From an optimization exercise on the open Yosys and OpenROAD flow, aimed at small area; shortcuts taken in it are not production practice. In this exercise RTL edits were held to simulation tests only and were not proved equivalent to the original. The flow treats the clock pin as an ideal source, which a real chip does not have. Power figures rest on the tool's default switching activity, not on a simulated workload.

==> flow/design.v (excerpt) <==
module switches_top(clk, reset, hsync, vsync, switches_p1, switches_p2, rgb);
	input	[7:0]	switches_p1;
	input	[7:0]	switches_p2;
	input			clk;
	input			reset;
	output	reg		hsync;
	output	reg		vsync;
	output	[2:0]	rgb;
	function [5:0] incdec;
		input [5:0] x;
		input en;
		input dec;
		integer i;
		reg t;
		begin
			t = en;
			for (i = 0; i < 6; i = i + 1) begin
				incdec[i] = x[i] ^ t;
				t = t & (x[i] ^ dec);
			end
		end
	endfunction
	function [4:0] move_h;
		input [4:0] x;
		input [1:0] c;
		input z;
		reg [5:0] r;
		begin
			r = incdec({1'b0, x}, !z && !c[1], c[0]);
			move_h = r[4:0];
		end
	endfunction
	function [4:0] move_v;
		input [4:0] x;
		input [1:0] c;
		input z;
		reg [5:0] r;
		begin
			r = incdec({1'b0, x}, !z && c[1], c[0]);
			move_v = r[4:0];
		end
	endfunction
	reg		[4:0]	hc;
	reg		[3:0]	ho;
	reg		[4:0]	vc;
	reg		[3:0]	vo;
	wire			hend	= (hc == 5'd20) && (ho == 4'd9);	 
	wire			vend	= (vc == 5'd17) && (vo == 4'd6);	 
	wire	[5:0]	hc_inc6	= incdec({1'b0, hc}, 1'b1, 1'b0);
	wire	[5:0]	vc_inc6	= incdec({1'b0, vc}, 1'b1, 1'b0);
	wire	[5:0]	ho_inc6	= incdec({2'b0, ho}, 1'b1, 1'b0);
	wire	[5:0]	vo_inc6	= incdec({2'b0, vo}, 1'b1, 1'b0);
	always @(posedge clk) begin
		if (reset || hend) begin
			hc <= 5'd0;
			ho <= 4'd1;
		end
		else if (ho == 4'd14) begin
			hc <= hc_inc6[4:0];
			ho <= 4'd0;
		end
		else
			ho <= ho_inc6[3:0];
	end
	always @(posedge clk) begin
		if (reset || (hend && vend)) begin
			vc <= 5'd0;
			vo <= 4'd0;
		end
		else if (hend) begin
			if (vo == 4'd14) begin
				vc <= vc_inc6[4:0];
				vo <= 4'd0;
			end
			else
				vo <= vo_inc6[3:0];
		end
	end
	always @(posedge clk) begin
  ...
Size in the first run: roughly 730 cells after synthesis, about 5800 µm² of cells after synthesis.
Settings: LEC_CHECK=0, CAP_MARGIN=20, CORE_MARGIN=2, CORE_UTILIZATION=40, PLACE_DENSITY=0.6, SLEW_MARGIN=20; clock period 8.0 ns.
standard.sh (not shown) runs the stock make flow with config.mk's settings and CLKGATE_MAP_FILE= SYNTH_SCRIPT=/design/flow/synth_recipe.tcl, a recipe that flattens the netlist after the stock synthesis.
==> flow/flow/run.sh <==
#!/bin/bash
# Own flow: the standard layout (standard.sh) with
# - synthesis by my_synth.tcl: the standard flow's synthesis, area-oriented for the
#   combinational logic (registers unchanged),
# - the smallest buffer on the ports,
# - a clock tree of small buffers without dummy loads, where post_cts.tcl
#   upsizes the buffers whose flip-flop clock pins see too much slew.
set -euo pipefail
W=$(pwd)
export OWN_ABC_SCRIPT="$W/flow/area.abc"
bash "$W/standard.sh" SYNTH_SCRIPT="$W/flow/my_synth.tcl" \
  BUFFER_PORTS_ARGS="-buffer_cell sky130_fd_sc_hd__buf_1" \
  CTS_ARGS="-sink_clustering_enable -repair_clock_nets -buf_list sky130_fd_sc_hd__clkbuf_4 -dont_use_dummy_load" \
  POST_CTS_TCL="$W/flow/post_cts.tcl" \
  finish > "$W/flow_make.log" 2>&1
==> flow/flow/area.abc <==
strash
&get -n
&fraig -x
&put
scorr
dc2
strash
&get -n
&deepsyn -T 30
&put
strash
dch -f
amap -m
==> flow/flow/post_cts.tcl <==
# After clock tree synthesis: upsize every clock buffer whose flip-flop clock
# pins see a slew above the target, until none does.
set_propagated_clock [all_clocks]
set target 0.085
set sizes {sky130_fd_sc_hd__clkbuf_4 sky130_fd_sc_hd__clkbuf_8 sky130_fd_sc_hd__clkbuf_16}
for {set round 0} {$round < 6} {incr round} {
  estimate_parasitics -placement
  set bump {}
  foreach pin [get_pins -hierarchical */CLK] {
    set s 0
    foreach p {slew_max_rise slew_max_fall} { set v [get_property $pin $p]; if {$v > $s} {set s $v} }
    if {$s > $target} {
      set net [get_nets -of_objects $pin]
      foreach drv [get_pins -of_objects $net -filter "direction==output"] {
        lappend bump [get_full_name [get_cells -of_objects $drv]]
      }
    }
  }
  set bump [lsort -unique $bump]
  if {[llength $bump] == 0} { break }
  set changed 0
  foreach c $bump {
    set m [get_property [get_cells $c] ref_name]
    set i [lsearch $sizes $m]
    if {$i >= 0 && $i < [llength $sizes] - 1} {
      replace_cell [get_cells $c] [lindex $sizes [expr {$i + 1}]]
      incr changed
    }
  }
  puts "post_cts round $round: upsized $changed clock buffers"
  if {$changed == 0} { break }
}
detailed_placement
estimate_parasitics -placement
Other scripts of this flow, unchanged in this note and not shown: flow/flow/my_synth.tcl
Change:
==> flow/flow/run.sh (replaced) <==
#!/bin/bash
# Own flow: the standard layout (standard.sh), with synthesis run by
# my_synth.tcl (the standard flow's synthesis, area-oriented for the combinational
# logic), the smallest buffer on the ports, and a clock tree of few large
# buffers without dummy loads.
set -euo pipefail
W=$(pwd)
export OWN_ABC_SCRIPT="$W/flow/area.abc"
bash "$W/standard.sh" SYNTH_SCRIPT="$W/flow/my_synth.tcl" \
  BUFFER_PORTS_ARGS="-buffer_cell sky130_fd_sc_hd__buf_1" \
  CTS_ARGS="-sink_clustering_enable -repair_clock_nets -buf_list sky130_fd_sc_hd__clkbuf_16 -sink_clustering_size 40 -sink_clustering_max_diameter 200 -dont_use_dummy_load" \
  finish > "$W/flow_make.log" 2>&1
==> flow/flow/area.abc (replaced) <==
strash
&get -n
&fraig -x
&put
scorr
dc2
strash
&get -n
&deepsyn -T 30
&put
strash
&get -n
&dch -f
&nf -R 1000 -a
&put
removed: flow/flow/post_cts.tcl
The changed run completed without violations.
Cell count goes down by 6.9%.
Power came out higher by 18%.
Cell area came out higher by 4.9%.
Change:
==> flow/flow/run.sh (replaced) <==
#!/bin/bash
# Own flow: the standard layout (standard.sh) with
# - synthesis by my_synth.tcl: the standard flow's synthesis, area-oriented for the
#   combinational logic (registers unchanged),
# - the smallest buffer on the ports,
# - a clock tree of small buffers without dummy loads, where post_cts.tcl
#   upsizes the buffers whose flip-flop clock pins see too much slew.
set -euo pipefail
W=$(pwd)
export OWN_ABC_SCRIPT="$W/flow/area.abc"
bash "$W/standard.sh" SYNTH_SCRIPT="$W/flow/my_synth.tcl" \
  BUFFER_PORTS_ARGS="-buffer_cell sky130_fd_sc_hd__buf_1" \
  CTS_ARGS="-sink_clustering_enable -repair_clock_nets -buf_list sky130_fd_sc_hd__clkbuf_4 -dont_use_dummy_load" \
  POST_CTS_TCL="$W/flow/post_cts.tcl" \
  finish > "$W/flow_make.log" 2>&1
==> flow/flow/post_cts.tcl (new file) <==
# After clock tree synthesis: upsize every clock buffer whose flip-flop clock
# pins see a slew above the target, until none does.
set_propagated_clock [all_clocks]
set target 0.085
set sizes {sky130_fd_sc_hd__clkbuf_4 sky130_fd_sc_hd__clkbuf_8 sky130_fd_sc_hd__clkbuf_16}
for {set round 0} {$round < 6} {incr round} {
  estimate_parasitics -placement
  set bump {}
  foreach pin [get_pins -hierarchical */CLK] {
    set s 0
    foreach p {slew_max_rise slew_max_fall} { set v [get_property $pin $p]; if {$v > $s} {set s $v} }
    if {$s > $target} {
      set net [get_nets -of_objects $pin]
      foreach drv [get_pins -of_objects $net -filter "direction==output"] {
        lappend bump [get_full_name [get_cells -of_objects $drv]]
      }
    }
  }
  set bump [lsort -unique $bump]
  if {[llength $bump] == 0} { break }
  set changed 0
  foreach c $bump {
    set m [get_property [get_cells $c] ref_name]
    set i [lsearch $sizes $m]
    if {$i >= 0 && $i < [llength $sizes] - 1} {
      replace_cell [get_cells $c] [lindex $sizes [expr {$i + 1}]]
      incr changed
    }
  }
  puts "post_cts round $round: upsized $changed clock buffers"
  if {$changed == 0} { break }
}
detailed_placement
estimate_parasitics -placement
After rerunning:
- design area goes down by a few percent
- die area is unchanged
- critical path depth does not change
- first-iteration DRC count decreases by about a fifth
- utilization went down by 1.7 points
Change:
==> flow/flow/area.abc (replaced) <==
strash
&get -n
&fraig -x
&put
scorr
dc2
strash
&get -n
&deepsyn -T 30
&put
strash
dch -f
amap -m
--- a/flow/config.mk
+++ b/flow/config.mk
@@ -10,2 +10,3 @@
-export CORE_UTILIZATION = 40
-export PLACE_DENSITY = 0.6
+export CORE_UTILIZATION = 60
+export GPL_TIMING_DRIVEN = 0
+export PLACE_DENSITY = 0.75
What happened: Cell area decreases by 2.5%; worst setup slack loses 930 ps; count of clock-buffer cells in the layout does not change; global-route usage increases by 12 points.

-- static timing again, ports no longer ideal --
The flow's constraints put no driver on any port. The routed layouts listed below were extracted and timed again, unchanged, in two steps. Step 1: set_driving_cell puts a clkbuf_16 on clk and a buf_2 on each other input, an assumption about the parent block. Step 2 also shifts input and output timing later by t, the mid clock arrival at the registers, as if the neighbouring blocks saw the same clock. a / b / c = ideal ports / drivers / drivers and shift; a / b = the first two.
run | t, ns | setup WS [ns] | clock arrival spread, ns | worst register clock-pin slew, ns | cell pins on the clock port's net
the first run | 0.621 | 1.050 / 1.050 / 1.050 | 0.030 / 0.030 | 0.08 / 0.08 | 1
the second run | 0.453 | 1.290 / 1.290 / 1.290 | 0.021 / 0.021 | 0.06 / 0.06 | 1
the third run | 0.597 | 1.336 / 1.336 / 1.336 | 0.031 / 0.031 | 0.08 / 0.08 | 1
the fourth run | 0.569 | 0.410 / 0.410 / 0.410 | 0.033 / 0.033 | 0.09 / 0.09 | 1
After both steps every run listed still meets setup and hold.
